Source: an optimization exercise on an open RTL-to-GDS flow (aim: small area). Production flows keep margins and buffers that such runs may drop. Function was checked by simulation only, so behaviour that the tests miss may differ from the original. The clock input has no modelled driver; a real chip could not lean on it and would need a root buffer or a full tree. Power figures rest on the tool's default switching activity, not on a simulated workload.

==> flow/design.v <==
`timescale 1ns / 1ps
module stopwatch(
    input           clk,
    input   [1:0]   sw,      
    input           btnS,    
    input           btnR,    
    output  [7:0]   seg,     
    output  [3:0]   an       
    );
    wire rst = btnR;
    wire adj = sw[0];
    wire sel = sw[1];
    reg [7:0] c1;
    reg [6:0] c2;
    reg [1:0] c3;
    wire [16:0] inc = {c3, c2, c1} + 17'd1;
    wire t400 = &c1;
    wire t4   = t400 & (&c2);
    always @(posedge clk) begin
        if (rst) begin
            c1 <= 8'd5;
            c2 <= 7'd28;
            c3 <= 2'd0;
        end
        else begin
            c1 <= inc[7:0] | {5'b0, t400, t400, 1'b0};
            c2 <= inc[14:8] | {2'b0, t4, t4, t4, 2'b0};
            c3 <= inc[16:15];
        end
    end
    reg [2:0] hist_i;    
    wire [2:0] hist = ~hist_i;
    reg pause_i;    
    wire pause = ~pause_i;
    always @(posedge clk) begin
        if (t400)
            hist_i[2] <= ~(hist[1]);
        if (rst) begin
            hist_i[1:0] <= ~(2'b00);
            pause_i <= ~(1'b0);
        end
        else if (t400) begin
            hist_i[1:0] <= ~({hist[0], btnS});
            if (hist == 3'b110)
                pause_i <= ~(~pause);
        end
    end
    reg [3:0] so;
    reg [3:0] mo;
    reg [2:0] st;
    reg [2:0] mt;
    reg bm;
    reg x;
    reg y;
    reg z;
    wire ps  = x & ~z;
    wire pm  = y & ~z;
    wire bs  = x & z;
    wire bmp = y & z;
    reg mtp;    
    wire so9 = so[3] & so[0];
    wire mo9 = mo[3] & mo[0];
    function [3:0] bcd_inc(input [3:0] d);
        bcd_inc = {(d[3] & ~d[0]) | (d[2] & d[1] & d[0]),
                   d[2] ^ (d[1] & d[0]),
                   d[1] ^ (d[0] & ~d[3]),
                   ~d[0]};
    endfunction
    wire [3:0] so_n = ps ? bcd_inc(so) : so;
    wire [2:0] st_n = (ps & so9) ? {st[1:0], ~st[2]} : st;
    wire [3:0] mo_n = pm ? (mo9 ? 4'd0 : mo + 4'd1) : mo;
    wire hz1 = &c3;
    wire hz2 = c3[0];
    wire sec_en = adj ? (sel & hz2) : (~pause & hz1);
    wire min_en = adj ? (~sel & hz2) : (sec_en & so_n[3] & so_n[0] & st_n[2] & ~st_n[1]);
    wire noshow = ~c3[0];
    always @(posedge clk) begin
        if (rst) begin
            so <= 4'd0;
            st <= 3'd0;
            mo <= 4'd0;
            x <= 1'b1;
            y <= 1'b1;
            z <= 1'b1;
        end
        else if (t4) begin
            so <= so_n;
            st <= st_n;
            mo <= mo_n;
            x <= sec_en | (adj & sel & noshow);
            y <= min_en | (adj & ~sel & noshow);
            z <= noshow;
        end
    end
    always @(posedge clk) begin
        if (rst) begin
            mt <= 3'd0;
            mtp <= 1'b0;
            bm <= 1'b1;
        end
        else if (t400) begin
            if (mtp)
                mt <= {mt[1:0], ~mt[2]};
            mtp <= t4 & pm & mo9;
            bm <= bmp;
        end
    end
    wire started = ~(~c2[6] & ~c2[5] & ~c2[1] & ~c2[0] & x & y & z);
    wire [1:0] pos = c2[1:0] - 2'd1;
    wire [2:0] stb = {st[2] & ~st[0], st[1] & st[0], st[0] & ~st[1] | st[2] & st[0] | st[2] & ~st[1]};
    wire [2:0] mtb = {mt[2] & ~mt[0], mt[1] & mt[0], mt[0] & ~mt[1] | mt[2] & mt[0] | mt[2] & ~mt[1]};
    wire [3:0] code = (pos == 2'd0) ? (bs ? 4'hf : so) :
                      (pos == 2'd1) ? (bs ? 4'hf : {1'b0, stb}) :
                      (pos == 2'd2) ? (bm ? 4'hf : mo) :
                                      (bm ? 4'hf : {1'b0, mtb});
    assign an[0] = ~(started & pos == 2'd0);
    assign an[1] = ~(started & pos == 2'd1);
    assign an[2] = ~(started & pos == 2'd2);
    assign an[3] = ~(started & pos == 2'd3);
    wire [6:0] seg_l =          
        (code == 4'h0) ? ~7'b0111111 :
        (code == 4'h1) ? ~7'b0000110 :
        (code == 4'h2) ? ~7'b1011011 :
        (code == 4'h3) ? ~7'b1001111 :
        (code == 4'h4) ? ~7'b1100110 :
        (code == 4'h5) ? ~7'b1101101 :
        (code == 4'h6) ? ~7'b1111101 :
        (code == 4'h7) ? ~7'b0000111 :
        (code == 4'h8) ? ~7'b1111111 :
        (code == 4'h9) ? ~7'b1101111 :
                         ~7'b0000000;
    assign seg = {1'b1, seg_l};
endmodule
==> flow/config.mk <==
export PLATFORM = sky130hd
export DESIGN_NAME = stopwatch
export DESIGN_NICKNAME = stopwatch
export VERILOG_FILES = /design/flow/design.v
export SDC_FILE = /design/flow/constraint.sdc
export NUM_CORES = 4
export LEC_CHECK = 0
export CAP_MARGIN = 20
export CORE_MARGIN = 2
export CORE_UTILIZATION = 40
export SLEW_MARGIN = 20
==> flow/constraint.sdc <==
create_clock -name core_clock -period 10.0 [get_ports {clk}]
set_input_delay 2.0000 -clock core_clock [delete_from_list [all_inputs] [get_ports {clk}]]
set_output_delay 2.0000 -clock core_clock [all_outputs]
set_load 0.01 [all_outputs]
standard.sh (not shown) runs the stock make flow with config.mk's settings and CLKGATE_MAP_FILE= SYNTH_SCRIPT=/design/flow/synth_recipe.tcl, a recipe that flattens the netlist after the stock synthesis.
==> flow/flow/run.sh <==
#!/bin/bash
# Layout flow: the standard ORFS flow (standard.sh) with these changes.
#  1. Synthesis is the standard one, but ABC maps the logic with the
#     area-oriented script flow/abc_area.script (registers are mapped before
#     ABC runs, so they are the standard synthesis's, with the same names).
#  2. Port buffers are buf_1 (buffer_ports -buffer_cell).
#  3. Clock distribution: instead of clock_tree_synthesis, the clock port
#     drives four clkbuf_8 leaf buffers, one per region of the die
#     (flow/leafcts.tcl); the rest of the CTS step (timing repair, detailed
#     placement) is unchanged.
# The ORFS scripts are copied to scripts_area/ and only those two points are
# changed there. Each step's output goes to a log file in this folder.
set -euo pipefail
W=$(pwd)
rm -rf "$W/scripts_area"
cp -r "$FLOW_HOME/scripts" "$W/scripts_area"
cp "$W/flow/abc_area.script" "$W/scripts_area/abc_area.script"
sed -i "s|^log_cmd clock_tree_synthesis {\*}\$cts_args\$|source $W/flow/leafcts.tcl; my_cts|" "$W/scripts_area/cts.tcl"
grep -q "my_cts" "$W/scripts_area/cts.tcl"
export SCRIPTS_DIR="$W/scripts_area"
ABC_AREA=1 bash standard.sh synth > "$W/synth.log" 2>&1
export BUFFER_PORTS_ARGS="-buffer_cell sky130_fd_sc_hd__buf_1"
bash standard.sh > "$W/layout.log" 2>&1
Other scripts of this flow, unchanged in this note and not shown: flow/flow/abc_area.script, flow/flow/leafcts.tcl
Change:
--- a/flow/design.v
+++ b/flow/design.v
@@ -9,24 +9,33 @@
     );
     wire rst = btnR;
     wire adj = sw[0];
     wire sel = sw[1];
+    reg x;
+    reg y;
+    reg z;
+    wire ps  = x & ~z;
+    wire pm  = y & ~z;
+    wire bs  = x & z;
+    wire bmp = y & z;
     reg [7:0] c1;
     reg [6:0] c2;
-    reg [1:0] c3;
-    wire [16:0] inc = {c3, c2, c1} + 17'd1;
+    reg c3h;
+    wire c3l = z & ~(x & y);
+    wire [14:0] inc = {c2, c1} + 15'd1;
     wire t400 = &c1;
     wire t4   = t400 & (&c2);
     always @(posedge clk) begin
         if (rst) begin
             c1 <= 8'd5;
             c2 <= 7'd28;
-            c3 <= 2'd0;
+            c3h <= 1'b0;
         end
         else begin
             c1 <= inc[7:0] | {5'b0, t400, t400, 1'b0};
             c2 <= inc[14:8] | {2'b0, t4, t4, t4, 2'b0};
-            c3 <= inc[16:15];
+            if (t4 & c3l)
+                c3h <= ~c3h;
         end
     end
     reg [2:0] hist_i;    
     wire [2:0] hist = ~hist_i;
@@ -49,15 +58,8 @@
     reg [3:0] mo;
     reg [2:0] st;
     reg [2:0] mt;
     reg bm;
-    reg x;
-    reg y;
-    reg z;
-    wire ps  = x & ~z;
-    wire pm  = y & ~z;
-    wire bs  = x & z;
-    wire bmp = y & z;
     reg mtp;    
     wire so9 = so[3] & so[0];
     wire mo9 = mo[3] & mo[0];
     function [3:0] bcd_inc(input [3:0] d);
@@ -68,13 +70,13 @@
     endfunction
     wire [3:0] so_n = ps ? bcd_inc(so) : so;
     wire [2:0] st_n = (ps & so9) ? {st[1:0], ~st[2]} : st;
     wire [3:0] mo_n = pm ? (mo9 ? 4'd0 : mo + 4'd1) : mo;
-    wire hz1 = &c3;
-    wire hz2 = c3[0];
+    wire hz1 = c3h & c3l;
+    wire hz2 = c3l;
     wire sec_en = adj ? (sel & hz2) : (~pause & hz1);
     wire min_en = adj ? (~sel & hz2) : (sec_en & so_n[3] & so_n[0] & st_n[2] & ~st_n[1]);
-    wire noshow = ~c3[0];
+    wire noshow = ~c3l;
     always @(posedge clk) begin
         if (rst) begin
             so <= 4'd0;
             st <= 3'd0;
Core utilization grows by 1.2 points.
Sequential cell count is lower by 1.
Wire length rises by 1.1%.
Power fell by 3.8%.
Worst setup slack loses 0.25 ns.
Maximum frequency went down by 5.2%.
Final area came out lower by 2.3%.
Die area decreases by 2.2%.
Cell count decreases by 5.4%.
Via count is lower by 3.7%.
Clock power barely changes.
Register-to-register slack improves by 0.45 ns.
In every run of this note, the design's own scripts or RTL, not TritonCTS, make the clock network.

==> separate check: timing with driven ports <==
The results above use ideal ports. As a check the final layouts listed here were re-extracted and re-timed, cells and wires unchanged.
Step 1: set_driving_cell puts a clkbuf_16 on clk and a buf_2 on each other input, an assumption about the parent block.
Step 2 times the ports against the registers' clock, not the clock port: input delays grow and output delays shrink by t, the midpoint of the rising clock arrivals with the driver on.
Slacks: ideal / step 1 / step 2; pairs: ideal / step 1.
| run | shift t [ns] | slack for setup (ns) | latest minus earliest clock arrival (ns) |
|---|---|---|---|
| the first run | 0.184 | 5.328 / 5.275 / 5.459 | 0.004 / 0.004 |
| the second run | 0.182 | 5.074 / 5.022 / 5.204 | 0.009 / 0.009 |
After both steps setup and hold are still met in every run listed.
